This design comes from an exercise in tuning for small area and a short achievable clock period on the open sky130 flow, not from production work. At most, simulation tests tie the RTL to the original design; equivalence was not proved. Power figures rest on the tool's default switching activity, not on a simulated workload.

Design fp16, start of the top module:
module fp16(
	input clk_50,reset_50,
	input [15:0] x_50,y_50,
	output [15:0] m_50,a_50
	);
Size in the first run: about 560 cells after synthesis, roughly 66 I/O pins, ~5500 sq um of cells after synthesis.
export LEC_CHECK = 0
export CAP_MARGIN = 20
export CORE_MARGIN = 2
export CORE_UTILIZATION = 40
export CTS_BUF_LIST = sky130_fd_sc_hd__clkbuf_4 sky130_fd_sc_hd__clkbuf_8
export PLACE_DENSITY = 0.6
export SETUP_SLACK_MARGIN = 1.5
export SLEW_MARGIN = 20
export SYNTH_HIERARCHICAL = 1
export SYNTH_MINIMUM_KEEP_SIZE = 0
create_clock -name core_clock -period 6.0 [get_ports {clk_50}]
standard.sh (not shown) runs the stock make flow with config.mk's settings and CLKGATE_MAP_FILE= SYNTH_SCRIPT=/design/flow/synth_recipe.tcl, a recipe that flattens the netlist after the stock synthesis.
==> flow/flow/run.sh <==
#!/bin/bash
set -e
export BUFFER_PORTS_ARGS="-buffer_cell sky130_fd_sc_hd__buf_1"
bash standard.sh > standard.log 2>&1
Next try:
==> flow/run.sh (new file) <==
#!/bin/bash
# synth_recipe.tcl (not shown) runs the flow's synth.tcl, then flattens the netlist and writes it again
# the make line also repeats each setting of config.mk as NAME=value (left out here)
make -C /OpenROAD-flow-scripts/flow DESIGN_CONFIG=/design/flow/config.mk WORK_HOME=/design/flow/orfs CLKGATE_MAP_FILE= SYNTH_SCRIPT=/design/flow/synth_recipe.tcl finish
CTS_BUF_LIST = not set   (was sky130_fd_sc_hd__clkbuf_4 sky130_fd_sc_hd__clkbuf_8)
SETUP_SLACK_MARGIN = not set   (was 1.5)
removed: flow/flow/run.sh
removed: flow/standard.sh
The new run produced a clean layout.
Core utilization climbs by 0.62 points.
Flip-flop and latch count is unchanged.
Via count drops by 3.1%.
Global-route usage drops by 0.42 points.
Clock skew is about the same.
Fmax drops by 14%.
Total power drops by 8.1%.
Hold slack got worse by 8.3 ps.
Cell count drops by 2.1%.
No run of this note included a check of the RTL's function; only the layout flow was run.

== P ==
Another version of the RTL of fp16 (not shown whole).
Size: ~520 cells after synthesis, ~66 I/O pins, ~5400 um^2 of cells after synthesis.
clock: 6.0 ns
lec_check: 0
cap_margin: 20
core_margin: 2
core_utilization: 50
cts_buf_list: sky130_fd_sc_hd__clkbuf_4 sky130_fd_sc_hd__clkbuf_8
place_density: 0.6
setup_slack_margin: 2.5
slew_margin: 20
synth_hierarchical: 1
synth_minimum_keep_size: 0
==> flow/flow/run.sh <==
#!/bin/bash
set -e
export BUFFER_PORTS_ARGS="-buffer_cell sky130_fd_sc_hd__buf_1"
export CTS_ARGS="-sink_clustering_enable -repair_clock_nets -dont_use_dummy_load -buf_list {sky130_fd_sc_hd__clkbuf_4 sky130_fd_sc_hd__clkbuf_8}"
export RECOVER_POWER=50
bash standard.sh > standard.log 2>&1
Looking at the reports, P completed the entire flow and the layout it produced met the timing, DRC and antenna checks.
Here is what was changed in the inputs of Q compared with P.
Settings: CORE_UTILIZATION changed from 50 to 40; GPL_ROUTABILITY_DRIVEN newly set to 0.
Results
End point of the critical path: m_50[2] -> Q, m_50[11] -> P. Cmp Q and P / setup slack / lower: Q. Compared with P, in Q post-placement setup slack now larger; final standard cell count with taps included and fillers excluded now larger; die extent in y now larger; die area now larger. Comparing the two runs side by side, Q comes out ahead of P on total power. Q vs P, share of the clock period used by the worst path after layout went up by 7.5 points. Taking P as the reference, in Q count of cells along the worst register-to-register path stayed essentially flat, clock insertion delay at the later pin of the skew report stayed essentially flat, area overhead of the layout relative to synthesis rose by 0.53 points, via count stayed essentially flat.
> inputs changed (Q -> R)
Settings: setting ABC_AREA to 1 for the first time; removing GPL_ROUTABILITY_DRIVEN (formerly 0).
--- a/flow/flow/run.sh
+++ b/flow/flow/run.sh
@@ -5 +4,0 @@
-export RECOVER_POWER=50
### Flow results
The total length of routed wires in Q is 0.922 times that in R.
R vs Q — mapped cell area climbed by more than 10%
Diff Q -> R | overall fraction of global-route tracks in use | decrease of 0.32 points
Compared with Q, R improves worst setup slack.
From Q to R the numbers moved as follows: area share of xor/xnor cells in the synthesized design lost 4.0 points; worst path required time shows an increase of 1.45 ns.
R vs. Q: flip-flop and latch share of the layout cell area now sits lower; post-route core utilization now sits lower.
> inputs changed (R -> S)
--- a/flow/flow/run.sh
+++ b/flow/flow/run.sh
@@ -4,0 +5 @@
+export RECOVER_POWER=50
Results
Re portion of total power attributed to sequential cells: R and S aren't equal, and the lower value belongs to R. Maximum fanout count along the critical path ended up 5 higher on S than on R. STATUS setup slack of the critical path after layout: S loses against R. Portion of total power attributed to the clock network essentially unchanged between R and S. The run showing the greater total power consumption of the routed design is R. Cmp R and S / relative area change from synthesis to final layout / higher: R. Between R and S, the difference in highest ir drop seen on vdd is negligible. For post-synthesis area per instance, S and R come out practically identical. In terms of routed wire length, S and R differ only marginally. R → S: final worst-path cycle share went up; power density of the placed cells down 0.30%.
diff inputs: S => T
Settings: ABC_AREA: 1 -> unset.
--- a/flow/flow/run.sh
+++ b/flow/flow/run.sh
@@ -5 +5 @@
-export RECOVER_POWER=50
+export RECOVER_POWER=100
Findings:
- Post-cts repair resize count: T vs S up 5
- T vs. S: final routed wire length divided by cell count higher; share of the cycle needed by the critical path after routing lower; post-layout worst setup margin saw an increase.
- On clock tree cell share of total cell area: between S and T, it ends up lower for S.
- T — proportion of cell area occupied by multi-input gates 3.2 points higher, S as reference
- The standard cells in T occupy less silicon area than those in S do.
- Compared to S, T has routed length on met1 560 um lower.

v38:
Another version of the RTL of fp16 (not shown whole).
For scale: roughly 530 cells after synthesis, ~73 flip-flops, ~5400 sq um of cells after synthesis.
Settings: LEC_CHECK=0, CAP_MARGIN=20, CORE_MARGIN=2, CORE_UTILIZATION=40, CTS_BUF_LIST=sky130_fd_sc_hd__clkbuf_4 sky130_fd_sc_hd__clkbuf_8, PLACE_DENSITY=0.6, SETUP_SLACK_MARGIN=2.5, SLEW_MARGIN=20, SYNTH_HIERARCHICAL=1, SYNTH_MINIMUM_KEEP_SIZE=0; clock period 6.0 ns.
==> flow/flow/run.sh <==
#!/bin/bash
set -e
export BUFFER_PORTS_ARGS="-buffer_cell sky130_fd_sc_hd__buf_1"
export CTS_ARGS="-sink_clustering_enable -repair_clock_nets -dont_use_dummy_load -buf_list {sky130_fd_sc_hd__clkbuf_4 sky130_fd_sc_hd__clkbuf_8}"
bash standard.sh > standard.log 2>&1
v38: flow completed, timing, DRC and antenna clean
Modified inputs, v29 compared to v38
==> flow/flow/run.sh <==
#!/bin/bash
set -e
export BUFFER_PORTS_ARGS="-buffer_cell sky130_fd_sc_hd__buf_1"
export CTS_ARGS="-sink_clustering_enable -repair_clock_nets -dont_use_dummy_load -sink_clustering_size 100 -sink_clustering_max_diameter 1000 -buf_list {sky130_fd_sc_hd__clkbuf_16}"
bash standard.sh > standard.log 2>&1
## What came out
For global routing met1 resource utilization, v29 and v38 come out practically identical. Higher post-layout instance area among v38 and v29: v29. When v29 is set beside v38, its non-clock buffer contribution to total cell area turns out to be 0.24 points smaller. Diff v38 -> v29: non-clock buffer count went down, clock power went up, flip-flop and latch share of the layout cell area down 0.50 points, area overhead of the layout relative to synthesis saw an increase. Row combinational share of power: v29 lower / v38 higher. The post-synthesis mux area share on v38 is in line with that on v29.
No functional check of the RTL was part of any run of this note.

Setup of run A:
RTL: one of the versions met above, not the one the previous note started from.
Size in the first run: roughly 520 cells after synthesis, roughly 66 I/O pins, about 5300 um^2 of cells after synthesis.
Settings: LEC_CHECK=0, CAP_MARGIN=20, CORE_MARGIN=2, CORE_UTILIZATION=40, CTS_BUF_LIST=sky130_fd_sc_hd__clkbuf_4 sky130_fd_sc_hd__clkbuf_8, PLACE_DENSITY=0.6, SETUP_SLACK_MARGIN=2.5, SLEW_MARGIN=20, SYNTH_HIERARCHICAL=1, SYNTH_MINIMUM_KEEP_SIZE=0; clock period 6.0 ns.
==> flow/flow/run.sh <==
#!/bin/bash
set -e
export BUFFER_PORTS_ARGS="-buffer_cell sky130_fd_sc_hd__buf_1"
export CTS_ARGS="-sink_clustering_enable -repair_clock_nets -dont_use_dummy_load -buf_list {sky130_fd_sc_hd__clkbuf_4 sky130_fd_sc_hd__clkbuf_8}"
export RECOVER_POWER=50
bash standard.sh synth > synth.log 2>&1
openroad -no_init -exit flow/downsize.tcl > downsize.log 2>&1
bash standard.sh > standard.log 2>&1
==> flow/flow/downsize.tcl <==
# Swap a21oi_2 instances of the synthesized netlist for a21oi_1.
set f orfs/results/sky130hd/fp16/base/1_synth.odb
read_db $f
set db [ord::get_db]
set small [$db findMaster sky130_fd_sc_hd__a21oi_1]
set n 0
foreach inst [[ord::get_db_block] getInsts] {
  if {[[$inst getMaster] getName] eq "sky130_fd_sc_hd__a21oi_2"} {
    $inst swapMaster $small
    incr n
  }
}
puts "swapped $n a21oi_2 to a21oi_1"
write_db $f
Input changes introduced in run B (baseline for comparison: run A):
==> flow/flow/run.sh <==
#!/bin/bash
set -e
export BUFFER_PORTS_ARGS="-buffer_cell sky130_fd_sc_hd__buf_1"
export CTS_ARGS="-sink_clustering_enable -repair_clock_nets -dont_use_dummy_load -buf_list {sky130_fd_sc_hd__clkbuf_4 sky130_fd_sc_hd__clkbuf_8}"
export RECOVER_POWER=50
bash standard.sh > standard.log 2>&1
removed: flow/flow/downsize.tcl
### Flow results
When run B is measured against run A, its core utilization of the finished layout turns out 0.62 points higher. Total power delta (run B − run A): unfavourable. Re setup slack after layout: run A was lower than run B. On required time at the endpoint of the critical path: run B sits above run A.
What run C does differently from run B at the input level:
Settings: CORE_UTILIZATION changed from 40 to 60; PLACE_DENSITY changed from 0.6 to 0.7.
==> flow/flow/run.sh <==
#!/bin/bash
set -e
export BUFFER_PORTS_ARGS="-buffer_cell sky130_fd_sc_hd__buf_1"
export CTS_ARGS="-sink_clustering_enable -repair_clock_nets -dont_use_dummy_load -buf_list {sky130_fd_sc_hd__clkbuf_4 sky130_fd_sc_hd__clkbuf_8}"
bash standard.sh > standard.log 2>&1
Findings:
Run C went all the way through synthesis, placement and routing and the layout is clean on timing, DRC and antenna.
The final reports for run C and run B show final area lower in the former.
The combinational logic power of run C and that of run B are within noise of each other.
Share of the clock period used by the worst path across run C and run B: no real change.
Relative slew slack on run C is ahead of run B.
Per the comparison of run C with run B, area of the multi-input gates now sits at about the same level, leakage power of the design shows an increase of 0.0075 nW.
From run B to run C the numbers moved as follows: floorplan die area fell about 32%; peak supply drop has decreased; least setup slack across all paths after layout shows no meaningful change; sequential share of layout area grew by 0.53 points.
Changes in run D relative to run C:
Settings: swapping 60 for 40 in CORE_UTILIZATION; swapping 0.7 for 0.6 in PLACE_DENSITY.
==> flow/flow/run.sh <==
#!/bin/bash
set -e
export BUFFER_PORTS_ARGS="-buffer_cell sky130_fd_sc_hd__buf_1"
export CTS_ARGS="-sink_clustering_enable -repair_clock_nets -dont_use_dummy_load -buf_list {sky130_fd_sc_hd__clkbuf_4 sky130_fd_sc_hd__clkbuf_8}"
export RECOVER_POWER=70
bash standard.sh > standard.log 2>&1
### Flow results
Sort run C and run D by die area asc -> top: run C
Type of the worst setup path = reg2reg: run C; type of the worst setup path = reg2out: run D
In the tables for run C and run D, post-layout worst setup margin reads higher with run C.
Looking at worst path buffer plus inverter count, run D sits 3 higher than run C does.
Run D vs. run C: internal power consumption went down by 2.4%.
Relative to run C, combinational power has decreased by about 4% in run D.
In the metrics for run C and run D, the one carrying the higher total wirelength of the detailed-routed design is run C.
The higher cell count came out of run D.
Input changes introduced in run E (baseline for comparison: run D):
==> flow/flow/run.sh <==
#!/bin/bash
set -e
export BUFFER_PORTS_ARGS="-buffer_cell sky130_fd_sc_hd__buf_1"
export CTS_ARGS="-sink_clustering_enable -repair_clock_nets -dont_use_dummy_load -buf_list {sky130_fd_sc_hd__clkbuf_4 sky130_fd_sc_hd__clkbuf_8}"
export RECOVER_POWER=30
bash standard.sh > standard.log 2>&1
Results
Global-route met3 utilization: run D vs run E identical. Run D → run E: worst slew margin relative to its limit up 0.41 points, total power up 4.4%, hold slack flat, share of total power in the clock network down 0.5 points. A last element of the critical path of s2_nc is what run E shows, while m_50[12] belongs to run D.

## what the ideal ports hide
How much do the figures lean on ideal ports? The routed layouts below were timed once more, with nothing changed but the port constraints.
Step 1: set_driving_cell puts a clkbuf_16 on clk_50 and a buf_2 on each other input, an assumption about the parent block.
Step 2, shift: input delay + t, output delay - t, t = (earliest + latest rising clock arrival at the registers) / 2. This alone moves slack from input paths to output paths.
a / b / c = no drivers / after step 1 / after step 2; a / b = the first two.
| run | t, ns | setup slack, ns | latest minus earliest clock arrival (ns) |
|---|---|---|---|
| the first run of note 1 | 0.396 | 1.537 / 1.537 / 1.537 | 0.009 / 0.008 |
| the second run of note 1 | 0.379 | 0.799 / 0.799 / 0.799 | 0.006 / 0.006 |
| P | 0.350 | 2.254 / 2.220 / 2.570 | 0.026 / 0.026 |
| Q | 0.367 | 1.803 / 1.770 / 2.137 | 0.018 / 0.018 |
| R | 0.389 | 2.620 / 2.620 / 2.620 | 0.015 / 0.016 |
| S | 0.390 | 1.953 / 1.919 / 2.308 | 0.015 / 0.015 |
| T | 0.357 | 2.305 / 2.277 / 2.490 | 0.025 / 0.025 |
| v38 | 0.357 | 2.644 / 2.619 / 2.644 | 0.022 / 0.022 |
| v29 | 0.345 | 2.647 / 2.616 / 2.649 | 0.016 / 0.016 |
| run A | 0.370 | 2.247 / 2.218 / 2.588 | 0.036 / 0.036 |
| run B | 0.358 | 2.629 / 2.629 / 2.629 | 0.027 / 0.028 |
| run C | 0.360 | 2.631 / 2.631 / 2.631 | 0.034 / 0.033 |
| run D | 0.358 | 1.989 / 1.962 / 2.320 | 0.027 / 0.027 |
| run E | 0.357 | 2.633 / 2.633 / 2.633 | 0.026 / 0.027 |
After both steps setup and hold are still met in every run listed.
